Background: an optimization exercise with open tools, aiming at small area and a short achievable clock period. Do not read the settings as production practice. The RTL was checked by simulation tests, not by an equivalence proof against the original design. No activity file was given, so power comes from the tool's default toggle rates.

## flow/flow/run.sh

```bash
#!/bin/bash
# Layout flow: the standard ORFS flow (standard.sh) with two settings
# passed to make:
#  - the port buffers that global placement inserts are the small
#    sky130_fd_sc_hd__buf_1 (every input and output port still gets its own
#    buffer; timing repair may resize it);
#  - ABC maps with a 1 fF load per output (ABC_LOAD_IN_FF) instead of 5 fF, so
#    the design's single-gate modules map to minimum-size cells; placement
#    and timing repair size up what needs it.
# The make output goes to standard_flow.log; ORFS keeps each step's log under
# orfs/logs.
set -euo pipefail
bash standard.sh "BUFFER_PORTS_ARGS=-buffer_cell sky130_fd_sc_hd__buf_1" \
  ABC_LOAD_IN_FF=1 finish > standard_flow.log 2>&1
```

## flow/config.mk

```make
export PLATFORM = sky130hd
export DESIGN_NAME = systolic_array_4x4
export DESIGN_NICKNAME = systolic_array_4x4
export VERILOG_FILES = /design/flow/design.v
export SDC_FILE = /design/flow/constraint.sdc
export NUM_CORES = 4
export LEC_CHECK = 0
export CAP_MARGIN = 20
export CORE_MARGIN = 2
export CORE_UTILIZATION = 40
export SETUP_SLACK_MARGIN = 1.5
export SLEW_MARGIN = 20
export SYNTH_HIERARCHICAL = 1
```

## flow/standard.sh

```bash
#!/bin/bash
# synth_recipe.tcl (not shown) runs the flow's synth.tcl, then flattens the netlist and writes it again
# the make line also repeats each setting of config.mk as NAME=value (left out here)
make -C /OpenROAD-flow-scripts/flow DESIGN_CONFIG=/design/flow/config.mk WORK_HOME=/design/flow/orfs CLKGATE_MAP_FILE= SYNTH_SCRIPT=/design/flow/synth_recipe.tcl "${@:-finish}"
```

## flow/design.v

```verilog
module pe (
  input  logic            clk,
  input  logic            rst_n,
  input  logic [7:0]      a,       
  input  logic [9:0]      t,       
  input  logic [3:0][2:0] s,       
  output logic [15:0]     psum_out
);
  logic [15:0] acc, nxt;
  logic kc6, knxt6, kc10, knxt10, kc13, knxt13;
  logic [15:0] kv;
  assign kv = {1'b0, 1'b0, kc13, 1'b0, 1'b0, kc10, 1'b0, 1'b0, 1'b0, kc6, 1'b0, 1'b0, 1'b0, 1'b0, 1'b0, 1'b0};
  assign psum_out = acc + kv;
  logic ppn_1;
  aoi22 u_ppn_1 (.a(s[0][0]), .b(a[0]), .c(s[0][2]), .d(t[0]), .y(ppn_1));
  logic ppn_2;
  aoi222 u_ppn_2 (.a(s[0][0]), .b(a[1]), .c(s[0][1]), .d(a[0]), .e(s[0][2]), .f(t[1]), .y(ppn_2));
  logic ppn_3;
  aoi222 u_ppn_3 (.a(s[0][0]), .b(a[2]), .c(s[0][1]), .d(a[1]), .e(s[0][2]), .f(t[2]), .y(ppn_3));
  logic ppn_4;
  aoi222 u_ppn_4 (.a(s[0][0]), .b(a[3]), .c(s[0][1]), .d(a[2]), .e(s[0][2]), .f(t[3]), .y(ppn_4));
  logic ppn_5;
  aoi222 u_ppn_5 (.a(s[0][0]), .b(a[4]), .c(s[0][1]), .d(a[3]), .e(s[0][2]), .f(t[4]), .y(ppn_5));
  logic ppn_6;
  aoi222 u_ppn_6 (.a(s[0][0]), .b(a[5]), .c(s[0][1]), .d(a[4]), .e(s[0][2]), .f(t[5]), .y(ppn_6));
  logic ppn_7;
  aoi222 u_ppn_7 (.a(s[0][0]), .b(a[6]), .c(s[0][1]), .d(a[5]), .e(s[0][2]), .f(t[6]), .y(ppn_7));
  logic ppn_8;
  aoi222 u_ppn_8 (.a(s[0][0]), .b(a[7]), .c(s[0][1]), .d(a[6]), .e(s[0][2]), .f(t[7]), .y(ppn_8));
  logic ppn_9;
  aoi22 u_ppn_9 (.a(s[0][1]), .b(a[7]), .c(s[0][2]), .d(t[8]), .y(ppn_9));
  logic ppn_10;
  nd2 u_ppn_10 (.a(s[0][2]), .b(t[9]), .y(ppn_10));
  logic ppn_11;
  aoi22 u_ppn_11 (.a(s[1][0]), .b(a[0]), .c(s[1][2]), .d(t[0]), .y(ppn_11));
  logic ppn_12;
  aoi222 u_ppn_12 (.a(s[1][0]), .b(a[1]), .c(s[1][1]), .d(a[0]), .e(s[1][2]), .f(t[1]), .y(ppn_12));
  logic ppn_13;
  aoi222 u_ppn_13 (.a(s[1][0]), .b(a[2]), .c(s[1][1]), .d(a[1]), .e(s[1][2]), .f(t[2]), .y(ppn_13));
  logic ppn_14;
  aoi222 u_ppn_14 (.a(s[1][0]), .b(a[3]), .c(s[1][1]), .d(a[2]), .e(s[1][2]), .f(t[3]), .y(ppn_14));
  logic ppn_15;
  aoi222 u_ppn_15 (.a(s[1][0]), .b(a[4]), .c(s[1][1]), .d(a[3]), .e(s[1][2]), .f(t[4]), .y(ppn_15));
  logic ppn_16;
  aoi222 u_ppn_16 (.a(s[1][0]), .b(a[5]), .c(s[1][1]), .d(a[4]), .e(s[1][2]), .f(t[5]), .y(ppn_16));
  logic ppn_17;
  aoi222 u_ppn_17 (.a(s[1][0]), .b(a[6]), .c(s[1][1]), .d(a[5]), .e(s[1][2]), .f(t[6]), .y(ppn_17));
  logic ppn_18;
  aoi222 u_ppn_18 (.a(s[1][0]), .b(a[7]), .c(s[1][1]), .d(a[6]), .e(s[1][2]), .f(t[7]), .y(ppn_18));
  logic ppn_19;
  aoi22 u_ppn_19 (.a(s[1][1]), .b(a[7]), .c(s[1][2]), .d(t[8]), .y(ppn_19));
  logic ppn_20;
  nd2 u_ppn_20 (.a(s[1][2]), .b(t[9]), .y(ppn_20));
  logic ppn_21;
  aoi22 u_ppn_21 (.a(s[2][0]), .b(a[0]), .c(s[2][2]), .d(t[0]), .y(ppn_21));
  logic ppn_22;
  aoi222 u_ppn_22 (.a(s[2][0]), .b(a[1]), .c(s[2][1]), .d(a[0]), .e(s[2][2]), .f(t[1]), .y(ppn_22));
  logic ppn_23;
  aoi222 u_ppn_23 (.a(s[2][0]), .b(a[2]), .c(s[2][1]), .d(a[1]), .e(s[2][2]), .f(t[2]), .y(ppn_23));
  logic ppn_24;
  aoi222 u_ppn_24 (.a(s[2][0]), .b(a[3]), .c(s[2][1]), .d(a[2]), .e(s[2][2]), .f(t[3]), .y(ppn_24));
  logic ppn_25;
  aoi222 u_ppn_25 (.a(s[2][0]), .b(a[4]), .c(s[2][1]), .d(a[3]), .e(s[2][2]), .f(t[4]), .y(ppn_25));
  logic ppn_26;
  aoi222 u_ppn_26 (.a(s[2][0]), .b(a[5]), .c(s[2][1]), .d(a[4]), .e(s[2][2]), .f(t[5]), .y(ppn_26));
  logic ppn_27;
  aoi222 u_ppn_27 (.a(s[2][0]), .b(a[6]), .c(s[2][1]), .d(a[5]), .e(s[2][2]), .f(t[6]), .y(ppn_27));
  logic ppn_28;
  aoi222 u_ppn_28 (.a(s[2][0]), .b(a[7]), .c(s[2][1]), .d(a[6]), .e(s[2][2]), .f(t[7]), .y(ppn_28));
  logic ppn_29;
  aoi22 u_ppn_29 (.a(s[2][1]), .b(a[7]), .c(s[2][2]), .d(t[8]), .y(ppn_29));
  logic ppn_30;
  nd2 u_ppn_30 (.a(s[2][2]), .b(t[9]), .y(ppn_30));
  logic ppn_31;
  aoi22 u_ppn_31 (.a(s[3][0]), .b(a[0]), .c(s[3][2]), .d(t[0]), .y(ppn_31));
  logic ppn_32;
  aoi222 u_ppn_32 (.a(s[3][0]), .b(a[1]), .c(s[3][1]), .d(a[0]), .e(s[3][2]), .f(t[1]), .y(ppn_32));
  logic ppn_33;
  aoi222 u_ppn_33 (.a(s[3][0]), .b(a[2]), .c(s[3][1]), .d(a[1]), .e(s[3][2]), .f(t[2]), .y(ppn_33));
  logic ppn_34;
  aoi222 u_ppn_34 (.a(s[3][0]), .b(a[3]), .c(s[3][1]), .d(a[2]), .e(s[3][2]), .f(t[3]), .y(ppn_34));
  logic ppn_35;
  aoi222 u_ppn_35 (.a(s[3][0]), .b(a[4]), .c(s[3][1]), .d(a[3]), .e(s[3][2]), .f(t[4]), .y(ppn_35));
  logic ppn_36;
  aoi222 u_ppn_36 (.a(s[3][0]), .b(a[5]), .c(s[3][1]), .d(a[4]), .e(s[3][2]), .f(t[5]), .y(ppn_36));
  logic ppn_37;
  aoi222 u_ppn_37 (.a(s[3][0]), .b(a[6]), .c(s[3][1]), .d(a[5]), .e(s[3][2]), .f(t[6]), .y(ppn_37));
  logic ppn_38;
  aoi222 u_ppn_38 (.a(s[3][0]), .b(a[7]), .c(s[3][1]), .d(a[6]), .e(s[3][2]), .f(t[7]), .y(ppn_38));
  logic ppn_39;
  aoi22 u_ppn_39 (.a(s[3][1]), .b(a[7]), .c(s[3][2]), .d(t[8]), .y(ppn_39));
  logic ppn_40;
  nd2 u_ppn_40 (.a(s[3][2]), .b(t[9]), .y(ppn_40));
  logic accn_41;
  inv1 u_accn_41 (.a(acc[0]), .y(accn_41));
  logic accn_42;
  inv1 u_accn_42 (.a(acc[1]), .y(accn_42));
  logic accn_43;
  inv1 u_accn_43 (.a(acc[2]), .y(accn_43));
  logic accn_44;
  inv1 u_accn_44 (.a(acc[3]), .y(accn_44));
  logic accn_45;
  inv1 u_accn_45 (.a(acc[4]), .y(accn_45));
  logic accn_46;
  inv1 u_accn_46 (.a(acc[5]), .y(accn_46));
  logic accn_47;
  inv1 u_accn_47 (.a(acc[6]), .y(accn_47));
  logic accn_48;
  inv1 u_accn_48 (.a(acc[7]), .y(accn_48));
  logic accn_49;
  inv1 u_accn_49 (.a(acc[8]), .y(accn_49));
  logic accn_50;
  inv1 u_accn_50 (.a(acc[9]), .y(accn_50));
  logic accn_51;
  inv1 u_accn_51 (.a(acc[10]), .y(accn_51));
  logic accn_52;
  inv1 u_accn_52 (.a(acc[11]), .y(accn_52));
  logic accn_53;
  inv1 u_accn_53 (.a(acc[12]), .y(accn_53));
  logic accn_54;
  inv1 u_accn_54 (.a(acc[13]), .y(accn_54));
  logic accn_55;
  inv1 u_accn_55 (.a(acc[14]), .y(accn_55));
  logic accn_56;
  inv1 u_accn_56 (.a(acc[15]), .y(accn_56));
  logic kcn_57;
  inv1 u_kcn_57 (.a(kc6), .y(kcn_57));
  logic kcn_58;
  inv1 u_kcn_58 (.a(kc10), .y(kcn_58));
  logic kcn_59;
  inv1 u_kcn_59 (.a(kc13), .y(kcn_59));
  logic hs_60, hc_60;
  xn2 u_hs60 (.a(accn_43), .b(ppn_11), .y(hs_60));
  or2 u_hc60 (.a(accn_43), .b(ppn_11), .y(hc_60));
  logic fs_61, fc_61;
  fa u_f61 (.a(accn_44), .b(ppn_12), .ci(ppn_4), .s(fs_61), .co(fc_61));
  logic fs_62, fc_62;
  fa u_f62 (.a(accn_45), .b(ppn_13), .ci(ppn_21), .s(fs_62), .co(fc_62));
  logic hs_63, hc_63;
  xn2 u_hs63 (.a(ppn_5), .b(fc_61), .y(hs_63));
  or2 u_hc63 (.a(ppn_5), .b(fc_61), .y(hc_63));
  logic fs_64, fc_64;
  fa u_f64 (.a(accn_46), .b(ppn_14), .ci(ppn_22), .s(fs_64), .co(fc_64));
  logic fs_65, fc_65;
  fa u_f65 (.a(ppn_6), .b(fc_62), .ci(fs_64), .s(fs_65), .co(fc_65));
  logic fs_66, fc_66;
  fa u_f66 (.a(accn_47), .b(kcn_57), .ci(ppn_15), .s(fs_66), .co(fc_66));
  logic fs_67, fc_67;
  fa u_f67 (.a(ppn_23), .b(ppn_31), .ci(ppn_7), .s(fs_67), .co(fc_67));
  logic fs_68, fc_68;
  fa u_f68 (.a(fc_64), .b(fs_66), .ci(fs_67), .s(fs_68), .co(fc_68));
  logic fs_69, fc_69;
  fa u_f69 (.a(accn_48), .b(ppn_16), .ci(ppn_24), .s(fs_69), .co(fc_69));
  logic fs_70, fc_70;
  fa u_f70 (.a(ppn_32), .b(ppn_8), .ci(fc_66), .s(fs_70), .co(fc_70));
  logic fs_71, fc_71;
  fa u_f71 (.a(fc_67), .b(fs_69), .ci(fs_70), .s(fs_71), .co(fc_71));
  logic fs_72, fc_72;
  fa u_f72 (.a(accn_49), .b(ppn_17), .ci(ppn_25), .s(fs_72), .co(fc_72));
  logic fs_73, fc_73;
  fa u_f73 (.a(ppn_33), .b(ppn_9), .ci(fc_69), .s(fs_73), .co(fc_73));
  logic fs_74, fc_74;
  fa u_f74 (.a(fs_72), .b(fc_70), .ci(fs_73), .s(fs_74), .co(fc_74));
  logic fs_75, fc_75;
  fa u_f75 (.a(accn_50), .b(ppn_10), .ci(ppn_18), .s(fs_75), .co(fc_75));
  logic fs_76, fc_76;
  fa u_f76 (.a(ppn_26), .b(ppn_34), .ci(fc_72), .s(fs_76), .co(fc_76));
  logic fs_77, fc_77;
  fa u_f77 (.a(fs_75), .b(fc_73), .ci(fs_76), .s(fs_77), .co(fc_77));
  logic fs_78, fc_78;
  fa u_f78 (.a(accn_51), .b(kcn_58), .ci(ppn_19), .s(fs_78), .co(fc_78));
  logic fs_79, fc_79;
  fa u_f79 (.a(ppn_27), .b(ppn_35), .ci(fc_75), .s(fs_79), .co(fc_79));
  logic fs_80, fc_80;
  fa u_f80 (.a(fs_78), .b(fc_76), .ci(fs_79), .s(fs_80), .co(fc_80));
  logic fs_81, fc_81;
  fa u_f81 (.a(accn_52), .b(ppn_20), .ci(ppn_28), .s(fs_81), .co(fc_81));
  logic fs_82, fc_82;
  fa u_f82 (.a(ppn_36), .b(fc_78), .ci(fs_81), .s(fs_82), .co(fc_82));
  logic hs_83, hc_83;
  xn2 u_hs83 (.a(fc_79), .b(fs_82), .y(hs_83));
  or2 u_hc83 (.a(fc_79), .b(fs_82), .y(hc_83));
  logic fs_84, fc_84;
  fa u_f84 (.a(accn_53), .b(ppn_29), .ci(ppn_37), .s(fs_84), .co(fc_84));
  logic fs_85, fc_85;
  fa u_f85 (.a(fc_81), .b(fs_84), .ci(fc_82), .s(fs_85), .co(fc_85));
  logic fs_86, fc_86;
  fa u_f86 (.a(accn_54), .b(kcn_59), .ci(ppn_30), .s(fs_86), .co(fc_86));
  logic fs_87, fc_87;
  fa u_f87 (.a(ppn_38), .b(fc_84), .ci(fs_86), .s(fs_87), .co(fc_87));
  logic fs_88, fc_88;
  fa u_f88 (.a(accn_55), .b(ppn_39), .ci(fc_86), .s(fs_88), .co(fc_88));
  logic fs_89, fc_89;
  fa u_f89 (.a(accn_56), .b(ppn_40), .ci(fc_88), .s(fs_89), .co(fc_89));   
  logic g_90;
  nr2 u_g_90 (.a(accn_41), .b(ppn_1), .y(g_90));
  logic g_91;
  nr2 u_g_91 (.a(accn_42), .b(ppn_2), .y(g_91));
  logic g_92;
  nr2 u_g_92 (.a(ppn_3), .b(hs_60), .y(g_92));
  logic g_93;
  nr2 u_g_93 (.a(hc_60), .b(fs_61), .y(g_93));
  logic g_94;
  nr2 u_g_94 (.a(fs_62), .b(hs_63), .y(g_94));
  logic g_95;
  nr2 u_g_95 (.a(hc_63), .b(fs_65), .y(g_95));
  logic g_96;
  nr2 u_g_96 (.a(fc_65), .b(fs_68), .y(g_96));
  logic g_97;
  nr2 u_g_97 (.a(fc_68), .b(fs_71), .y(g_97));
  logic g_98;
  nr2 u_g_98 (.a(fc_71), .b(fs_74), .y(g_98));
  logic g_99;
  nr2 u_g_99 (.a(fc_74), .b(fs_77), .y(g_99));
  logic g_100;
  nr2 u_g_100 (.a(fc_77), .b(fs_80), .y(g_100));
  logic g_101;
  nr2 u_g_101 (.a(hs_83), .b(fc_80), .y(g_101));
  logic g_102;
  nr2 u_g_102 (.a(hc_83), .b(fs_85), .y(g_102));
  logic g_103;
  nr2 u_g_103 (.a(fs_87), .b(fc_85), .y(g_103));
  logic g_104;
  nr2 u_g_104 (.a(fc_87), .b(fs_88), .y(g_104));
  logic t_105;
  nd2 u_t_105 (.a(accn_41), .b(ppn_1), .y(t_105));
  logic t_106;
  nd2 u_t_106 (.a(accn_42), .b(ppn_2), .y(t_106));
  logic t_107;
  nd2 u_t_107 (.a(ppn_3), .b(hs_60), .y(t_107));
  logic t_108;
  nd2 u_t_108 (.a(hc_60), .b(fs_61), .y(t_108));
  logic t_109;
  nd2 u_t_109 (.a(fs_62), .b(hs_63), .y(t_109));
  logic t_110;
  nd2 u_t_110 (.a(hc_63), .b(fs_65), .y(t_110));
  logic t_111;
  nd2 u_t_111 (.a(fc_65), .b(fs_68), .y(t_111));
  logic t_112;
  nd2 u_t_112 (.a(fc_68), .b(fs_71), .y(t_112));
  logic t_113;
  nd2 u_t_113 (.a(fc_71), .b(fs_74), .y(t_113));
  logic t_114;
  nd2 u_t_114 (.a(fc_74), .b(fs_77), .y(t_114));
  logic t_115;
  nd2 u_t_115 (.a(fc_77), .b(fs_80), .y(t_115));
  logic t_116;
  nd2 u_t_116 (.a(hs_83), .b(fc_80), .y(t_116));
  logic t_117;
  nd2 u_t_117 (.a(hc_83), .b(fs_85), .y(t_117));
  logic t_118;
  nd2 u_t_118 (.a(fs_87), .b(fc_85), .y(t_118));
  logic t_119;
  nd2 u_t_119 (.a(fc_87), .b(fs_88), .y(t_119));
  logic p_120;
  x2 u_p_120 (.a(accn_41), .b(ppn_1), .y(p_120));
  logic p_121;
  x2 u_p_121 (.a(accn_42), .b(ppn_2), .y(p_121));
  logic p_122;
  x2 u_p_122 (.a(ppn_3), .b(hs_60), .y(p_122));
  logic p_123;
  x2 u_p_123 (.a(hc_60), .b(fs_61), .y(p_123));
  logic p_124;
  x2 u_p_124 (.a(fs_62), .b(hs_63), .y(p_124));
  logic p_125;
  x2 u_p_125 (.a(hc_63), .b(fs_65), .y(p_125));
  logic p_126;
  x2 u_p_126 (.a(fc_65), .b(fs_68), .y(p_126));
  logic p_127;
  x2 u_p_127 (.a(fc_68), .b(fs_71), .y(p_127));
  logic p_128;
  x2 u_p_128 (.a(fc_71), .b(fs_74), .y(p_128));
  logic p_129;
  x2 u_p_129 (.a(fc_74), .b(fs_77), .y(p_129));
  logic p_130;
  x2 u_p_130 (.a(fc_77), .b(fs_80), .y(p_130));
  logic p_131;
  x2 u_p_131 (.a(hs_83), .b(fc_80), .y(p_131));
  logic p_132;
  x2 u_p_132 (.a(hc_83), .b(fs_85), .y(p_132));
  logic p_133;
  x2 u_p_133 (.a(fs_87), .b(fc_85), .y(p_133));
  logic p_134;
  x2 u_p_134 (.a(fc_87), .b(fs_88), .y(p_134));
  logic G_135;
  aoi21 u_G_135 (.a(t_106), .b(g_90), .c(g_91), .y(G_135));
  logic T_136;
  nd2 u_T_136 (.a(t_106), .b(t_105), .y(T_136));
  logic G_137;
  aoi21 u_G_137 (.a(t_108), .b(g_92), .c(g_93), .y(G_137));
  logic T_138;
  nd2 u_T_138 (.a(t_108), .b(t_107), .y(T_138));
  logic G_139;
  aoi21 u_G_139 (.a(t_110), .b(g_94), .c(g_95), .y(G_139));
  logic T_140;
  nd2 u_T_140 (.a(t_110), .b(t_109), .y(T_140));
  logic G_141;
  oai21 u_G_141 (.a(T_138), .b(G_135), .c(G_137), .y(G_141));
  logic T_142;
  nr2 u_T_142 (.a(T_138), .b(T_136), .y(T_142));
  logic Gi_143;
  inv1 u_Gi_143 (.a(G_141), .y(Gi_143));
  logic Ti_144;
  inv1 u_Ti_144 (.a(T_142), .y(Ti_144));
  logic G_145;
  oai21 u_G_145 (.a(T_140), .b(Gi_143), .c(G_139), .y(G_145));
  logic T_146;
  nr2 u_T_146 (.a(T_140), .b(Ti_144), .y(T_146));
  logic Gi_147;
  inv1 u_Gi_147 (.a(G_135), .y(Gi_147));
  logic Ti_148;
  inv1 u_Ti_148 (.a(T_136), .y(Ti_148));
  logic G_149;
  aoi21 u_G_149 (.a(t_107), .b(Gi_147), .c(g_92), .y(G_149));
  logic T_150;
  nd2 u_T_150 (.a(t_107), .b(Ti_148), .y(T_150));
  logic G_151;
  aoi21 u_G_151 (.a(t_109), .b(G_141), .c(g_94), .y(G_151));
  logic T_152;
  nd2 u_T_152 (.a(t_109), .b(T_142), .y(T_152));
  logic sum_153;
  x2 u_sum_153 (.a(p_121), .b(g_90), .y(sum_153));
  logic sum_154;
  xn2 u_sum_154 (.a(p_122), .b(G_135), .y(sum_154));
  logic sum_155;
  xn2 u_sum_155 (.a(p_123), .b(G_149), .y(sum_155));
  logic sum_156;
  x2 u_sum_156 (.a(p_124), .b(G_141), .y(sum_156));
  logic sum_157;
  xn2 u_sum_157 (.a(p_125), .b(G_151), .y(sum_157));
  logic G_158;
  aoi21 u_G_158 (.a(t_112), .b(g_96), .c(g_97), .y(G_158));
  logic T_159;
  nd2 u_T_159 (.a(t_112), .b(t_111), .y(T_159));
  logic G_160;
  aoi21 u_G_160 (.a(t_114), .b(g_98), .c(g_99), .y(G_160));
  logic T_161;
  nd2 u_T_161 (.a(t_114), .b(t_113), .y(T_161));
  logic G_162;
  oai21 u_G_162 (.a(T_161), .b(G_158), .c(G_160), .y(G_162));
  logic T_163;
  nr2 u_T_163 (.a(T_161), .b(T_159), .y(T_163));
  logic Gi_164;
  inv1 u_Gi_164 (.a(G_158), .y(Gi_164));
  logic Ti_165;
  inv1 u_Ti_165 (.a(T_159), .y(Ti_165));
  logic G_166;
  aoi21 u_G_166 (.a(t_113), .b(Gi_164), .c(g_98), .y(G_166));
  logic T_167;
  nd2 u_T_167 (.a(t_113), .b(Ti_165), .y(T_167));
  logic sum_168;
  x2 u_sum_168 (.a(p_127), .b(g_96), .y(sum_168));
  logic sum_169;
  xn2 u_sum_169 (.a(p_128), .b(G_158), .y(sum_169));
  logic sum_170;
  xn2 u_sum_170 (.a(p_129), .b(G_166), .y(sum_170));
  logic G_171;
  aoi21 u_G_171 (.a(t_116), .b(g_100), .c(g_101), .y(G_171));
  logic T_172;
  nd2 u_T_172 (.a(t_116), .b(t_115), .y(T_172));
  logic Gi_173;
  inv1 u_Gi_173 (.a(G_171), .y(Gi_173));
  logic Ti_174;
  inv1 u_Ti_174 (.a(T_172), .y(Ti_174));
  logic G_175;
  aoi21 u_G_175 (.a(t_117), .b(Gi_173), .c(g_102), .y(G_175));
  logic T_176;
  nd2 u_T_176 (.a(t_117), .b(Ti_174), .y(T_176));
  logic sum_177;
  x2 u_sum_177 (.a(p_131), .b(g_100), .y(sum_177));
  logic sum_178;
  xn2 u_sum_178 (.a(p_132), .b(G_171), .y(sum_178));
  logic ko_179;
  inv1 u_ko_179 (.a(G_175), .y(ko_179));
  logic G_180;
  aoi21 u_G_180 (.a(t_119), .b(g_103), .c(g_104), .y(G_180));
  logic T_181;
  nd2 u_T_181 (.a(t_119), .b(t_118), .y(T_181));
  logic sum_182;
  x2 u_sum_182 (.a(p_134), .b(g_103), .y(sum_182));
  logic sum_183;
  x2 u_sum_183 (.a(fs_89), .b(G_180), .y(sum_183));
  assign nxt = {sum_183,sum_182,p_133,sum_178,sum_177,p_130,sum_170,sum_169,sum_168,p_126,sum_157,sum_156,sum_155,sum_154,sum_153,p_120};
  assign knxt6 = G_145;
  assign knxt10 = G_162;
  assign knxt13 = ko_179;
  always_ff @(posedge clk or negedge rst_n) begin
    if (!rst_n) acc <= 16'd0;
    else        acc <= nxt;
  end
  always_ff @(posedge clk or negedge rst_n) begin
    if (!rst_n) kc6 <= 1'b0;
    else        kc6 <= knxt6;
  end
  always_ff @(posedge clk or negedge rst_n) begin
    if (!rst_n) kc10 <= 1'b0;
    else        kc10 <= knxt10;
  end
  always_ff @(posedge clk or negedge rst_n) begin
    if (!rst_n) kc13 <= 1'b0;
    else        kc13 <= knxt13;
  end
endmodule
module fa (input logic a, b, ci, output logic s, co);
  assign s  = a ^ b ^ ci;
  assign co = (a & b) | (a & ci) | (b & ci);
endmodule
module or2 (input logic a, b, output logic y);
  assign y = a | b;
endmodule
module x2 (input logic a, b, output logic y);
  assign y = a ^ b;
endmodule
module xn2 (input logic a, b, output logic y);
  assign y = ~(a ^ b);
endmodule
module nd2 (input logic a, b, output logic y);
  assign y = ~(a & b);
endmodule
module nr2 (input logic a, b, output logic y);
  assign y = ~(a | b);
endmodule
module inv1 (input logic a, output logic y);
  assign y = ~a;
endmodule
module aoi21 (input logic a, b, c, output logic y);
  assign y = ~((a & b) | c);
endmodule
module oai21 (input logic a, b, c, output logic y);
  assign y = ~((a | b) & c);
endmodule
module aoi22 (input logic a, b, c, d, output logic y);
  assign y = ~((a & b) | (c & d));
endmodule
module aoi222 (input logic a, b, c, d, e, f, output logic y);
  assign y = ~((a & b) | (c & d) | (e & f));
endmodule
module systolic_array_4x4 #(
  parameter DATA_W = 8,
  parameter ACC_W  = 16,
  parameter N      = 4
)(
  input  logic                   clk,
  input  logic                   rst_n,
  input  logic [N*DATA_W-1:0]    a_in,     
  input  logic [N*DATA_W-1:0]    w_in,     
  output logic [N*N*ACC_W-1:0]   result    
);
  logic [N-1:0][7:0]      a_q;
  logic [N-1:0][9:0]      t_q;
  logic [N-1:0][3:0][2:0] s_q;
  logic [N-1:0][7:0]      a_v, w_v;
  logic [N-1:0][9:0]      t_d;
  logic [N-1:0][3:0][2:0] s_d;
  genvar gi, gj, gr;
  for (gi = 0; gi < N; gi++) begin : OPD
    assign a_v[gi] = a_in[gi*DATA_W +: DATA_W];
    assign w_v[gi] = w_in[gi*DATA_W +: DATA_W];
    assign t_d[gi] = {2'b00, a_v[gi]} + {1'b0, a_v[gi], 1'b0};
    for (gr = 0; gr < 4; gr++) begin : DIG
      assign s_d[gi][gr][0] =  w_v[gi][2*gr] & ~w_v[gi][2*gr+1];
      assign s_d[gi][gr][1] = ~w_v[gi][2*gr] &  w_v[gi][2*gr+1];
      assign s_d[gi][gr][2] =  w_v[gi][2*gr] &  w_v[gi][2*gr+1];
    end
  end
  always_ff @(posedge clk or negedge rst_n) begin
    if (!rst_n) begin
      a_q <= '0;
      t_q <= '0;
      s_q <= '0;
    end else begin
      a_q <= a_v;
      t_q <= t_d;
      s_q <= s_d;
    end
  end
  for (gi = 0; gi < N; gi++) begin : ROW
    for (gj = 0; gj < N; gj++) begin : COL
      pe u_pe (
        .clk(clk), .rst_n(rst_n),
        .a(a_q[gi]), .t(t_q[gi]), .s(s_q[gj]),
        .psum_out(result[(gi*N+gj)*ACC_W +: ACC_W])
      );
    end
  end
endmodule
```

## flow/constraint.sdc

```tcl
create_clock -name core_clock -period 5.2 [get_ports {clk}]
set_input_delay 1.0400 -clock core_clock [delete_from_list [all_inputs] [get_ports {clk}]]
set_output_delay 1.0400 -clock core_clock [all_outputs]
set_load 0.01 [all_outputs]
```

==> results.json <==
{
  "run_status": "no timing/DRC/antenna violations",
  "power.switching_fraction_pct": 48.5,
  "dp_slack_ps": 1590,
  "insertedDiodeCount": 0,
  "clk_transition_reported_paths_ps": 60,
  "final.setup.tns_ps": 0,
  "drc": 0,
  "cp.buffers_inverters": 1,
  "combinationalPowerShare_pct": 66.5,
  "grt.total_usage_pct": 25.6,
  "worstMarginPinSlew_ps": 1170,
  "clockBufferDepth": 3,
  "synth.largest_area_cell": "sky130_fd_sc_hd__dfrtp_1",
  "clock-root-buffer": "sky130_fd_sc_hd__clkbuf_16",
  "cts-hold-fix-buffers": 0,
  "overall_via_count_from_detail_route": 33800,
  "place_hpwl_mm": 93.0,
  "floorplan.core_area_sq_um": 98300,
  "post_synth_instance_area_sq_um": 39700,
  "finalClockSkew_ps": 19.4,
  "synth.net_count": 4496,
  "worst_ep_required_time_ps": 5760,
  "hold_class": "input pin to flip-flop",
  "ant_nets": 0,
  "worst_setup_path_start_kind": "flip-flop",
  "power_leakage_nw": 18.2,
  "seq_power_share_pct": 21.4,
  "gr_ovfl_total": 0,
  "drt_first_iter_violations": 6068,
  "cp_max_fo": 23,
  "synth.lib_cells_used.distinct": 37,
  "p_int_mw": 16.9,
  "max_freq_mhz": 279,
  "placementRows": 115,
  "post_synth_inst_count": 3894,
  "first_pass_grt_wire_length_mm": 203,
  "critical_path_cell_with_the_highest_stage_delay": "sky130_fd_sc_hd__dfrtp_1",
  "cap_viol_max_count": 0,
  "setup.worst_path.class": "flip-flop to flip-flop",
  "clock_sinks": 420,
  "cp-end-kind": "flip-flop",
  "critical_path.cell_chain": "a222oi_1 -> fa_1 -> fa_1 -> fa_1 -> nand2_1 -> a21oi_1 -> inv_1 -> a21oi_1 -> xnor2_1",
  "cts_inserted_buffers": 52,
  "power.share.clock_pct": 12.1,
  "syn_avg_cell_area_sq_um": 10.2,
  "yosys_warnings": 8,
  "edff_count_synth": 0,
  "boundaryPins": 322,
  "tritoncts": "built",
  "cts.htree.levels": 2,
  "post-route-min-period_ps": 3580,
  "postRouteWirelength_mm": 133,
  "final_min_period_over_clock_period_pct": 68.8,
  "pin_count_of_the_biggest_net_entering_global_routing": 96,
  "ys_top_cells_by_area": "sky130_fd_sc_hd__dfrtp_1 26%, sky130_fd_sc_hd__fa_1 22%, sky130_fd_sc_hd__a222oi_1 11%",
  "critical_path_arrival_ps": 4140,
  "vias_in_the_first_global_route": 34200,
  "dieArea_sq_um": 102000,
  "yosys-top-cells-count": "448 x sky130_fd_sc_hd__a222oi_1, 436 x sky130_fd_sc_hd__fa_1, 420 x sky130_fd_sc_hd__dfrtp_1",
  "timing.critical_path.mode_cell": "sky130_fd_sc_hd__fa_1",
  "design.final.nets": 4885,
  "unrepaired_setup_endpoints_after_global_routing": "false",
  "synth_seq_cells": 420,
  "synth-async-reset-ratio_pct": 100,
  "insertion_delay_ps": 630,
  "wire_per_inst_um": 23.6,
  "antenna_found_initial": 8,
  "layout-area-overhead-vs-synth_pct": 12.2,
  "vias_per_cell": 6.02,
  "slowest_delay_ps": 1030,
  "setup_viol": 0,
  "die_width_um": 319,
  "layout_cell_share_with_drive_strength_beyond_1_pct": 5.76,
  "irDropWorstVdd_uv": 304,
  "synth_ff_type": "sky130_fd_sc_hd__dfrtp_1",
  "drv_slew": 0,
  "seq_area_frac_synth_pct": 26.5,
  "relSlewSlack_pct": 21.8,
  "hold_violation_total_from_the_final_report": 0,
  "drt_pre_antenna_iters": 14,
  "yosysMostFrequentCell": "sky130_fd_sc_hd__a222oi_1",
  "floorplan.initialDensity_pct": 40.4,
  "setup_slack_ps": 1620,
  "port_buf_inserts": 321,
  "p_sw_mw": 15.9,
  "synth_top_cell_area_share_pct": 26.5,
  "cpLargestDelayFamily": "adder cells",
  "cts_repair_resize_count": 0,
  "powerDensity_nw_per_um2": 737,
  "globalplace.congestion": 0.869,
  "chipHeight_um": 319,
  "cts_setup_buffers": 0
}
[worst register-to-register path, cell delays in order, from the launching register on]
cell and delay (ps):
sky130_fd_sc_hd__dfrtp_1 1030, sky130_fd_sc_hd__a222oi_1 310, sky130_fd_sc_hd__fa_1 460, sky130_fd_sc_hd__fa_1 450, sky130_fd_sc_hd__fa_1 540, sky130_fd_sc_hd__nand2_1 60
sky130_fd_sc_hd__a21oi_1 270, sky130_fd_sc_hd__inv_1 80, sky130_fd_sc_hd__a21oi_1 160, sky130_fd_sc_hd__xnor2_1 140
[logic make-up after synthesis]
logic type | after synthesis | synth area share (%)
AO/OA/AOI/OAI | 968 | 19.6
XOR/XNOR | 609 | 13.4
adder cells (fa/ha/maj) | 536 | 25.2
AND/OR/NAND/NOR | 849 | 9.59
buffers and inverters | 512 | 5.75
flip-flops | 420 | 26.5
[metal layers]
| layer | wire length (um) | track usage [%] |
|---|---|---|
| met1 | 54700 | 35.9 |
| met2 | 56000 | 37.6 |
| met3 | 17200 | 8.11 |
| met4 | 4480 | 8.18 |
| met5 | 105 | 0 |
[through the flow]
stage               utilization [%]  instance area (sq um)  std cells  power (mW)  hold slack (ps)
floorplan                         -                  39700       3894        23.9              525
global placement               43.4                  42700       5516        28.4              537
detailed placement             43.4                  42700       5516        28.8              547
CTS                            45.3                  44500       5612        33.0              508
global route                   45.3                  44500       5612        36.1              528
finish                         45.3                  44500       5612        32.8              546
[layout by cell type (no fill, tap or decap), drive strengths merged, types with 3 or more instances in the layout]
master,instances
buf,430
xor2,378
a21oi,211
ha,100
nand2,325
a21o,26
o21ai,70
a22oi,128
nand3,72
or2,48
inv,418
a2111oi,3
dfrtp,420
nor3b,4
and2,16
a31oi,36
fa,436
nor2b,36
nand3b,16
o311a,3
o21bai,5
a222oi,448
clkbuf,78
nor3,19
xnor2,231
nor4,3
and3,32
clkinvlp,3
o211ai,16
clkinv,6
a311o,5
nor2,275
bufinv,8
a41oi,16
[power groups by stage]
stage	Clock [mW]	Sequential (mW)	Combinational, mW
2_1_floorplan	0	6.12	17.8
3_3_place_gp	0	7.00	21.4
3_5_place_dp	0	6.99	21.8
4_1_cts	4.04	6.97	22.0
5_1_grt	4.17	7.18	24.7
6_report	3.97	7.03	21.8
[path summary, 6_finish.rpt]
check,endpoint,depth (start not counted),startpoint,slack [ps]
setup / recovery,ROW[3].COL[2].u_pe.acc[9],9,a_q[28],1620
hold / removal,t_q[20],1,a_in[16],550
setup reg to reg,ROW[3].COL[2].u_pe.acc[9],9,a_q[28],1620
hold reg to reg,ROW[0].COL[0].u_pe.acc[0],2,ROW[0].COL[0].u_pe.acc[0],550
max in group asynchronous,a_q[25],2,rst_n,3540
min in group asynchronous,ROW[2].COL[2].u_pe.acc[2],1,rst_n,560
[state kept, by name (all words and copies together), names as in the netlist]
| name | flops |
|---|---|
| s_q | 48 |
| t_q | 40 |
| ROW.COL.u_pe.kc10 | 16 |
| ROW.COL.u_pe.kc13 | 16 |
| a_q | 28 |
| ROW.COL.u_pe.acc | 256 |
| ROW.COL.u_pe.kc6 | 16 |
[per-module statistics from Yosys, one instance, submodules excluded]
module / times used / flip-flops and latches / cells / cell area, sq um
or2: 48 / 0 / 1 / 6.26
nd2: 288 / 0 / 1 / 3.75
aoi21: 176 / 0 / 1 / 5.00
nr2: 240 / 0 / 1 / 3.75
x2: 336 / 0 / 1 / 8.76
oai21: 48 / 0 / 1 / 5.00
systolic_array_4x4: 1 / 116 / 326 / 4520
xn2: 144 / 0 / 1 / 8.76
aoi222: 448 / 0 / 1 / 10.0
inv1: 384 / 0 / 1 / 3.75
aoi22: 128 / 0 / 1 / 7.51
fa: 432 / 0 / 1 / 20.0
pe: 16 / 19 / 56 / 751
[final cells by class]
cell class                      instances  area, sq um
Tap cell                             1287         1610
Timing Repair Buffer                  431         2110
Fill cell                            9370        53700
Multi-Input combinational cell       2962        26900
Clock buffer                           77         1520
Sequential cell                       420        10500
Clock inverter                         19          310
Inverter                              416         1560

separate check: timing with driven ports:
The results above use ideal ports. As a check the final layout listed here was re-extracted and re-timed, cells and wires unchanged.
Step 1 assumes that a clkbuf_16 drives the clock port and a buf_2 every other input.
Step 2 times the ports against the registers' clock, not the clock port: input delays grow and output delays shrink by t, the midpoint of the rising clock arrivals with the driver on.
Three values: no drivers, after step 1, after step 2; two values: the first two.
t (ns): 0.694
setup slack, ns: 1.620 / 1.620 / 1.620
hold slack, ns: 0.546 / 0.498 / 0.553
latest minus earliest clock arrival (ns): 0.021 / 0.021
After both steps this run still meets setup and hold. The setup slack of this run moves by 0.000 ns with the drivers and by 0.000 ns with both steps.
